Source: an optimization exercise on an open RTL-to-GDS flow (aim: small area, a short achievable clock period and few clock cycles per item). Production flows keep margins and buffers that such runs may drop. The RTL was checked by simulation tests, not by an equivalence proof against the original design. Power figures rest on the tool's default switching activity, not on a simulated workload.

==> inputs of trial 89 <==
==> flow/design.v <==
`default_nettype none
module seq_gcd (
	clk,
	rst_n,
	la_write_a,
	la_write_b,
	a_i,
	b_i,
	gcd_o,
	rdata,
	ready
);
	input wire clk;
	input wire rst_n;
	input wire [31:0] la_write_a;
	input wire [31:0] la_write_b;
	input wire [31:0] a_i;
	input wire [31:0] b_i;
	output wire [31:0] gcd_o;
	output wire [31:0] rdata;
	output reg ready;
	parameter NSTEP = 3;    
	reg [31:0] a_q;
	reg [31:0] b_q;
	reg [4:0] k_q;
	reg busy;
	wire la_load = (&la_write_a) & (&la_write_b);
	wire load = ~busy & la_load;
	wire [31:0] sa [0:NSTEP];
	wire [31:0] sb [0:NSTEP];
	wire [4:0] sk [0:NSTEP];
	assign sa[0] = a_q;
	assign sb[0] = b_q;
	assign sk[0] = k_q;
	genvar i, l, j;
	generate
		for (i = 0; i < NSTEP; i = i + 1) begin : step
			wire [31:0] a = sa[i];
			wire [31:0] b = sb[i];
			wire [4:0] k = sk[i];
			wire bz = ~|b;
			wire kz = ~|k;
			wire c_put = bz & ~kz;             
			wire c_two = ~bz & ~a[0] & ~b[0];  
			wire c_aev = ~a[0] & b[0];         
			wire c_sub = a[0] & b[0];          
			wire [31:0] p0 = ~(a ^ b);
			wire [31:0] g0 = b & ~a;
			wire gn0 = g0[1] | (p0[1] & g0[0]);
			wire pn0 = p0[1] & p0[0];
			wire gn1 = g0[3] | (p0[3] & g0[2]);
			wire pn1 = p0[3] & p0[2];
			wire gn2 = g0[5] | (p0[5] & g0[4]);
			wire pn2 = p0[5] & p0[4];
			wire gn3 = g0[7] | (p0[7] & g0[6]);
			wire pn3 = p0[7] & p0[6];
			wire gn4 = g0[9] | (p0[9] & g0[8]);
			wire pn4 = p0[9] & p0[8];
			wire gn5 = g0[11] | (p0[11] & g0[10]);
			wire pn5 = p0[11] & p0[10];
			wire gn6 = g0[13] | (p0[13] & g0[12]);
			wire pn6 = p0[13] & p0[12];
			wire gn7 = g0[15] | (p0[15] & g0[14]);
			wire pn7 = p0[15] & p0[14];
			wire gn8 = g0[17] | (p0[17] & g0[16]);
			wire pn8 = p0[17] & p0[16];
			wire gn9 = g0[19] | (p0[19] & g0[18]);
			wire pn9 = p0[19] & p0[18];
			wire gn10 = g0[21] | (p0[21] & g0[20]);
			wire pn10 = p0[21] & p0[20];
			wire gn11 = g0[23] | (p0[23] & g0[22]);
			wire pn11 = p0[23] & p0[22];
			wire gn12 = g0[25] | (p0[25] & g0[24]);
			wire pn12 = p0[25] & p0[24];
			wire gn13 = g0[27] | (p0[27] & g0[26]);
			wire pn13 = p0[27] & p0[26];
			wire gn14 = g0[29] | (p0[29] & g0[28]);
			wire pn14 = p0[29] & p0[28];
			wire gn15 = g0[31] | (p0[31] & g0[30]);
			wire pn15 = p0[31] & p0[30];
			wire gn16 = gn1 | (pn1 & gn0);
			wire pn16 = pn1 & pn0;
			wire gn17 = gn3 | (pn3 & gn2);
			wire pn17 = pn3 & pn2;
			wire gn18 = gn5 | (pn5 & gn4);
			wire pn18 = pn5 & pn4;
			wire gn19 = gn7 | (pn7 & gn6);
			wire pn19 = pn7 & pn6;
			wire gn20 = gn9 | (pn9 & gn8);
			wire pn20 = pn9 & pn8;
			wire gn21 = gn11 | (pn11 & gn10);
			wire pn21 = pn11 & pn10;
			wire gn22 = gn13 | (pn13 & gn12);
			wire pn22 = pn13 & pn12;
			wire gn23 = gn15 | (pn15 & gn14);
			wire pn23 = pn15 & pn14;
			wire gn24 = gn17 | (pn17 & gn16);
			wire pn24 = pn17 & pn16;
			wire gn25 = gn19 | (pn19 & gn18);
			wire pn25 = pn19 & pn18;
			wire gn26 = gn21 | (pn21 & gn20);
			wire pn26 = pn21 & pn20;
			wire gn27 = gn23 | (pn23 & gn22);
			wire pn27 = pn23 & pn22;
			wire gn28 = gn25 | (pn25 & gn24);
			wire pn28 = pn25 & pn24;
			wire gn29 = gn27 | (pn27 & gn26);
			wire pn29 = pn27 & pn26;
			wire gn30 = gn29 | (pn29 & gn28);
			wire pn30 = pn29 & pn28;
			wire gn31 = gn26 | (pn26 & gn28);
			wire pn31 = pn26 & pn28;
			wire gn32 = gn18 | (pn18 & gn24);
			wire pn32 = pn18 & pn24;
			wire gn33 = gn20 | (pn20 & gn28);
			wire pn33 = pn20 & pn28;
			wire gn34 = gn22 | (pn22 & gn31);
			wire pn34 = pn22 & pn31;
			wire gn35 = gn2 | (pn2 & gn16);
			wire pn35 = pn2 & pn16;
			wire gn36 = gn4 | (pn4 & gn24);
			wire pn36 = pn4 & pn24;
			wire gn37 = gn6 | (pn6 & gn32);
			wire pn37 = pn6 & pn32;
			wire gn38 = gn8 | (pn8 & gn28);
			wire pn38 = pn8 & pn28;
			wire gn39 = gn10 | (pn10 & gn33);
			wire pn39 = pn10 & pn33;
			wire gn40 = gn12 | (pn12 & gn31);
			wire pn40 = pn12 & pn31;
			wire gn41 = gn14 | (pn14 & gn34);
			wire pn41 = pn14 & pn34;
			wire gn42 = g0[2] | (p0[2] & gn0);
			wire pn42 = p0[2] & pn0;
			wire gn43 = g0[4] | (p0[4] & gn16);
			wire pn43 = p0[4] & pn16;
			wire gn44 = g0[6] | (p0[6] & gn35);
			wire pn44 = p0[6] & pn35;
			wire gn45 = g0[8] | (p0[8] & gn24);
			wire pn45 = p0[8] & pn24;
			wire gn46 = g0[10] | (p0[10] & gn36);
			wire pn46 = p0[10] & pn36;
			wire gn47 = g0[12] | (p0[12] & gn32);
			wire pn47 = p0[12] & pn32;
			wire gn48 = g0[14] | (p0[14] & gn37);
			wire pn48 = p0[14] & pn37;
			wire gn49 = g0[16] | (p0[16] & gn28);
			wire pn49 = p0[16] & pn28;
			wire gn50 = g0[18] | (p0[18] & gn38);
			wire pn50 = p0[18] & pn38;
			wire gn51 = g0[20] | (p0[20] & gn33);
			wire pn51 = p0[20] & pn33;
			wire gn52 = g0[22] | (p0[22] & gn39);
			wire pn52 = p0[22] & pn39;
			wire gn53 = g0[24] | (p0[24] & gn31);
			wire pn53 = p0[24] & pn31;
			wire gn54 = g0[26] | (p0[26] & gn40);
			wire pn54 = p0[26] & pn40;
			wire gn55 = g0[28] | (p0[28] & gn34);
			wire pn55 = p0[28] & pn34;
			wire gn56 = g0[30] | (p0[30] & gn41);
			wire pn56 = p0[30] & pn41;
			wire [31:0] Gf = {gn30, gn56, gn41, gn55, gn34, gn54, gn40, gn53, gn31, gn52, gn39, gn51, gn33, gn50, gn38, gn49, gn28, gn48, gn37, gn47, gn32, gn46, gn36, gn45, gn24, gn44, gn35, gn43, gn16, gn42, gn0, g0[0]};
			wire [31:0] Pf = {pn30, pn56, pn41, pn55, pn34, pn54, pn40, pn53, pn31, pn52, pn39, pn51, pn33, pn50, pn38, pn49, pn28, pn48, pn37, pn47, pn32, pn46, pn36, pn45, pn24, pn44, pn35, pn43, pn16, pn42, pn0, p0[0]};
			wire ge = Gf[31] | Pf[31];
			wire [31:0] c1 = {Gf[30:0] | Pf[30:0], 1'b1};
			wire [31:0] c0n = {~Gf[30:0], 1'b1};
			wire [31:0] ad = p0 ^ (ge ? c1 : c0n);
			wire [31:0] xv = b[0] ? ad : b;
			wire [2:0] y = b[0] ? (a[2:0] ^ b[2:0]) : b[2:0];
			wire [1:0] sh = c_two ? 2'd1 :
			                y[0] ? 2'd0 :
			                y[1] ? 2'd1 :
			                y[2] ? 2'd2 :
			                2'd3;
			wire [31:0] s0 = xv;
			wire [31:0] s1 = sh[0] ? s0 >> 1 : s0;
			wire [31:0] s2 = sh[1] ? s1 >> 2 : s1;
			assign sb[i+1] = s2;
			assign sa[i+1] = c_put ? a << 1 :
			                 c_two ? a >> 1 :
			                 (c_aev | (c_sub & ~ge)) ? b : a;
			assign sk[i+1] = c_put ? k - 5'd1 : c_two ? k + 5'd1 : k;
		end
	endgenerate
	always @(posedge clk) begin
		if (load) begin
			a_q <= a_i;
			b_q <= b_i;
			k_q <= 5'd0;
		end else begin
			a_q <= sa[NSTEP];
			b_q <= sb[NSTEP];
			k_q <= sk[NSTEP];
		end
	end
	wire fin = ~|sb[NSTEP] & ~|sk[NSTEP];
	always @(posedge clk or negedge rst_n) begin
		if (~rst_n) begin
			busy <= 1'b0;
			ready <= 1'b0;
		end else begin
			if (load) begin
				busy <= 1'b1;
				ready <= 1'b0;
			end else if (busy & fin) begin
				busy <= 1'b0;
				ready <= 1'b1;
			end
		end
	end
	assign gcd_o = a_q;
	assign rdata = 32'd0;
endmodule
`default_nettype wire
==> flow/flow/run.sh <==
#!/bin/bash
set -euo pipefail
MARGIN=$(cat flow/margin.txt)
bash standard.sh SETUP_SLACK_MARGIN=$MARGIN \
  "BUFFER_PORTS_ARGS=-buffer_cell sky130_fd_sc_hd__buf_1" finish > standard_flow.log 2>&1
==> flow/flow/margin.txt <==
54.6
==> flow/standard.sh <==
#!/bin/bash
# synth_recipe.tcl (not shown) runs the flow's synth.tcl, then flattens the netlist and writes it again
# the make line also repeats each setting of config.mk as NAME=value (left out here)
make -C /OpenROAD-flow-scripts/flow DESIGN_CONFIG=/design/flow/config.mk WORK_HOME=/design/flow/orfs CLKGATE_MAP_FILE= SYNTH_SCRIPT=/design/flow/synth_recipe.tcl "${@:-finish}"
==> flow/config.mk <==
export PLATFORM = sky130hd
export DESIGN_NAME = seq_gcd
export DESIGN_NICKNAME = seq_gcd
export VERILOG_FILES = /design/flow/design.v
export SDC_FILE = /design/flow/constraint.sdc
export NUM_CORES = 4
export LEC_CHECK = 0
export ABC_AREA = 1
export CAP_MARGIN = 20
export CORE_MARGIN = 2
export CORE_UTILIZATION = 40
export SLEW_MARGIN = 20
==> flow/constraint.sdc <==
create_clock -name core_clock -period 70.0 [get_ports {clk}]
set_input_delay 14.0000 -clock core_clock [delete_from_list [all_inputs] [get_ports {clk}]]
set_output_delay 14.0000 -clock core_clock [all_outputs]
set_load 0.01 [all_outputs]
==> inputs of trial 34, as changes to trial 89 <==
--- a/flow/design.v
+++ b/flow/design.v
@@ -41,10 +41,14 @@
 			wire bz = ~|b;
 			wire kz = ~|k;
-			wire c_put = bz & ~kz;             
-			wire c_two = ~bz & ~a[0] & ~b[0];  
+			localparam STRIP = (i == 0);
+			localparam PUT = (i == NSTEP - 1);
+			wire c_put = PUT & bz & ~kz;               
+			wire c_two = STRIP & ~bz & ~a[0] & ~b[0];  
+			wire c_ev2 = ~a[0] & ~b[0];                
 			wire c_aev = ~a[0] & b[0];         
 			wire c_sub = a[0] & b[0];          
-			wire [31:0] p0 = ~(a ^ b);
-			wire [31:0] g0 = b & ~a;
+			wire [31:0] ag = a & {32{b[0]}};
+			wire [31:0] p0 = ~(ag ^ b);
+			wire [31:0] g0 = b & ~ag;
 			wire gn0 = g0[1] | (p0[1] & g0[0]);
 			wire pn0 = p0[1] & p0[0];
@@ -167,7 +171,7 @@
 			wire [31:0] c0n = {~Gf[30:0], 1'b1};
 			wire [31:0] ad = p0 ^ (ge ? c1 : c0n);
-			wire [31:0] xv = b[0] ? ad : b;
-			wire [2:0] y = b[0] ? (a[2:0] ^ b[2:0]) : b[2:0];
-			wire [1:0] sh = c_two ? 2'd1 :
+			wire [31:0] xv = ad;
+			wire [2:0] y = ag[2:0] ^ b[2:0];
+			wire [1:0] sh = c_ev2 ? {1'd0, c_two} :
 			                y[0] ? 2'd0 :
 			                y[1] ? 2'd1 :
- CTS_BUF_LIST: not set -> sky130_fd_sc_hd__clkbuf_4 sky130_fd_sc_hd__clkbuf_8
- PLACE_DENSITY: not set -> 0.8
==> inputs of trial 67, as changes to trial 89 <==
==> flow/design.v, changed modules only <==
module seq_gcd (
	clk,
	rst_n,
	la_write_a,
	la_write_b,
	a_i,
	b_i,
	gcd_o,
	rdata,
	ready
);
	input wire clk;
	input wire rst_n;
	input wire [31:0] la_write_a;
	input wire [31:0] la_write_b;
	input wire [31:0] a_i;
	input wire [31:0] b_i;
	output wire [31:0] gcd_o;
	output wire [31:0] rdata;
	output reg ready;
	parameter NSTEP = 4;    
	reg [31:0] a_q;
	reg [31:0] b_q;
	reg [4:0] k_q;
	reg busy;
	wire la_load = (&la_write_a) & (&la_write_b);
	wire load = ~busy & la_load;
	wire [31:0] sa [0:NSTEP];
	wire [31:0] sb [0:NSTEP];
	wire [4:0] sk [0:NSTEP];
	assign sa[0] = a_q;
	assign sb[0] = b_q;
	assign sk[0] = k_q;
	genvar i, l, j;
	generate
		for (i = 0; i < NSTEP; i = i + 1) begin : step
			wire [31:0] a = sa[i];
			wire [31:0] b = sb[i];
			wire [4:0] k = sk[i];
			wire bz = ~|b;
			wire kz = ~|k;
			wire c_put = bz & ~kz;            
			wire c_two = ~bz & ~a[0] & ~b[0];  
			wire c_bev = ~bz & a[0] & ~b[0];   
			wire c_aev = ~a[0] & b[0];         
			wire c_sub = a[0] & b[0];          
			wire [31:0] p0 = ~(a ^ b);
			wire [31:0] G [0:5];
			wire [31:0] P [0:5];
			assign G[0] = b & ~a;
			assign P[0] = p0;
			for (l = 0; l < 5; l = l + 1) begin : lv
				for (j = 0; j < 32; j = j + 1) begin : bt
					if (j & (1 << l)) begin : op
						localparam integer q = ((j >> l) << l) - 1;
						assign G[l+1][j] = G[l][j] | (P[l][j] & G[l][q]);
						assign P[l+1][j] = P[l][j] & P[l][q];
					end else begin : pass
						assign G[l+1][j] = G[l][j];
						assign P[l+1][j] = P[l][j];
					end
				end
			end
			wire [31:0] Gf = G[5];
			wire [31:0] Pf = P[5];
			wire ge = Gf[31] | Pf[31];
			wire [31:0] c1 = {Gf[30:0] | Pf[30:0], 1'b1};
			wire [31:0] c0n = {~Gf[30:0], 1'b1};
			wire [31:0] ad = p0 ^ (ge ? c1 : c0n);
			wire [31:0] xv = c_sub ? ad : c_aev ? a : b;
			wire [3:1] y = c_sub ? (a[3:1] ^ b[3:1]) : c_aev ? a[3:1] : b[3:1];
			wire y1 = y[1] | c_two;
			wire [31:0] s1 = y1 ? xv >> 1 : xv >> 2;
			wire [31:0] s2 = (y1 | y[2]) ? s1 : s1 >> 2;
			assign sb[i+1] = (~y1 & ~y[2] & y[3]) ? xv >> 3 : s2;
			assign sa[i+1] = c_put ? a << 1 :
			                 c_two ? a >> 1 :
			                 (c_aev | (c_sub & ~ge)) ? b : a;
			assign sk[i+1] = c_put ? k - 5'd1 : c_two ? k + 5'd1 : k;
		end
	endgenerate
	always @(posedge clk) begin
		if (load) begin
			a_q <= a_i;
			b_q <= b_i;
			k_q <= 5'd0;
		end else if (busy) begin
			a_q <= sa[NSTEP];
			b_q <= sb[NSTEP];
			k_q <= sk[NSTEP];
		end
	end
	wire fin = ~|sb[NSTEP] & ~|sk[NSTEP];
	always @(posedge clk or negedge rst_n) begin
		if (~rst_n) begin
			busy <= 1'b0;
			ready <= 1'b0;
		end else begin
			if (load) begin
				busy <= 1'b1;
				ready <= 1'b0;
			end else if (busy & fin) begin
				busy <= 1'b0;
				ready <= 1'b1;
			end
		end
	end
	assign gcd_o = a_q;
	assign rdata = 32'd0;
endmodule
==> flow/run.sh (new file) <==
#!/bin/bash
# synth_recipe.tcl (not shown) runs the flow's synth.tcl, then flattens the netlist and writes it again
# the make line also repeats each setting of config.mk as NAME=value (left out here)
make -C /OpenROAD-flow-scripts/flow DESIGN_CONFIG=/design/flow/config.mk WORK_HOME=/design/flow/orfs CLKGATE_MAP_FILE= SYNTH_SCRIPT=/design/flow/synth_recipe.tcl finish
removed: flow/flow/run.sh
removed: flow/flow/margin.txt
removed: flow/standard.sh
==> qor summary <==
metric                                                                   trial 89                   trial 34                    trial 67
Result of the run                                        timing/DRC/antenna clean   timing/DRC/antenna clean    timing/DRC/antenna clean
Actual slew at the worst max-slew pin                                    1.114 ns                   1.003 ns                    1.117 ns
Period Utilization, post-route                                             22.00%                     21.94%                      28.73%
Worst setup path startpoint                                        la_write_b[21]             la_write_a[26]                      a_q[0]
Average cell area after synthesis                                     5.431 sq um                5.409 sq um                 5.247 sq um
Tmin final                                                               15.40 ns                   15.36 ns                    20.11 ns
All-Layer GR Usage                                                         31.45%                     27.76%                      33.77%
R2r setup slk                                                            56.11 ns                   57.31 ns                    49.89 ns
Ratio of cells with drive above 1 in the final layout                      5.370%                     4.808%                      3.977%
Critical path startpoint category                                       input pin                  input pin                        flop
Internal power                                                           73.10 uW                   64.91 uW                    75.78 uW
Post-layout instance area                                            17,340 sq um               14,620 sq um                25,910 sq um
Final GP Congestion                                                        0.9864                      1.067                       1.006
Vias in the first global route                                             18,057                     14,589                      26,089
Total power density per cell area                                   5.514 nW/um^2              5.841 nW/um^2               3.664 nW/um^2
Buffer cell driving the clock tree root                sky130_fd_sc_hd__clkbuf_16  sky130_fd_sc_hd__clkbuf_8  sky130_fd_sc_hd__clkbuf_16
Global Route met3 Usage                                                    4.815%                     5.103%                      4.682%
Biggest fanout along the worst timing path                                      9                         24                          64
Sequential element share of the synthesized area                           8.931%                     10.67%                      8.701%
Wire length on met2                                                      28.01 mm                   21.45 mm                    46.36 mm
Testbench counts of trial 89, summed over its fixed seeds: cycles 28,796, items 3,200.
Testbench counts of trial 34, summed over its fixed seeds: cycles 29,737, items 3,200.
Testbench counts of trial 67, summed over its fixed seeds: cycles 21,638, items 3,200.

[what the ideal ports hide]
In the flow no input, the clock included, has a driving cell. The finished layouts below were timed again as built, in two steps.
Step 1 (the two cells are an assumption about what drives the block):
set clk [get_ports {clk}]
set_driving_cell -lib_cell sky130_fd_sc_hd__clkbuf_16 $clk
set_driving_cell -lib_cell sky130_fd_sc_hd__buf_2 [delete_from_list [all_inputs] $clk]
Step 2 moves the port delays by t, midway between the first and last clock arrival at a register: inputs arrive t later, outputs are due t later. That takes back most of the time a late clock gives input paths.
Three values: ideal, step 1, step 2; two values: the first two.
run | t (ns) | setup WS [ns] | clock arrival spread, ns | pins driven straight from the clock port
trial 89 | 0.385 | 54.599 / 54.621 / 54.237 | 0.005 / 0.005 | 1
trial 34 | 0.407 | 54.644 / 54.656 / 54.249 | 0.014 / 0.014 | 1
trial 67 | 0.365 | 49.890 / 49.890 / 49.890 | 0.011 / 0.011 | 1
After both steps every run listed still meets setup and hold. For trial 34, which loses most, drivers alone change the setup slack by +0.012 ns; drivers and shift together by -0.395 ns.
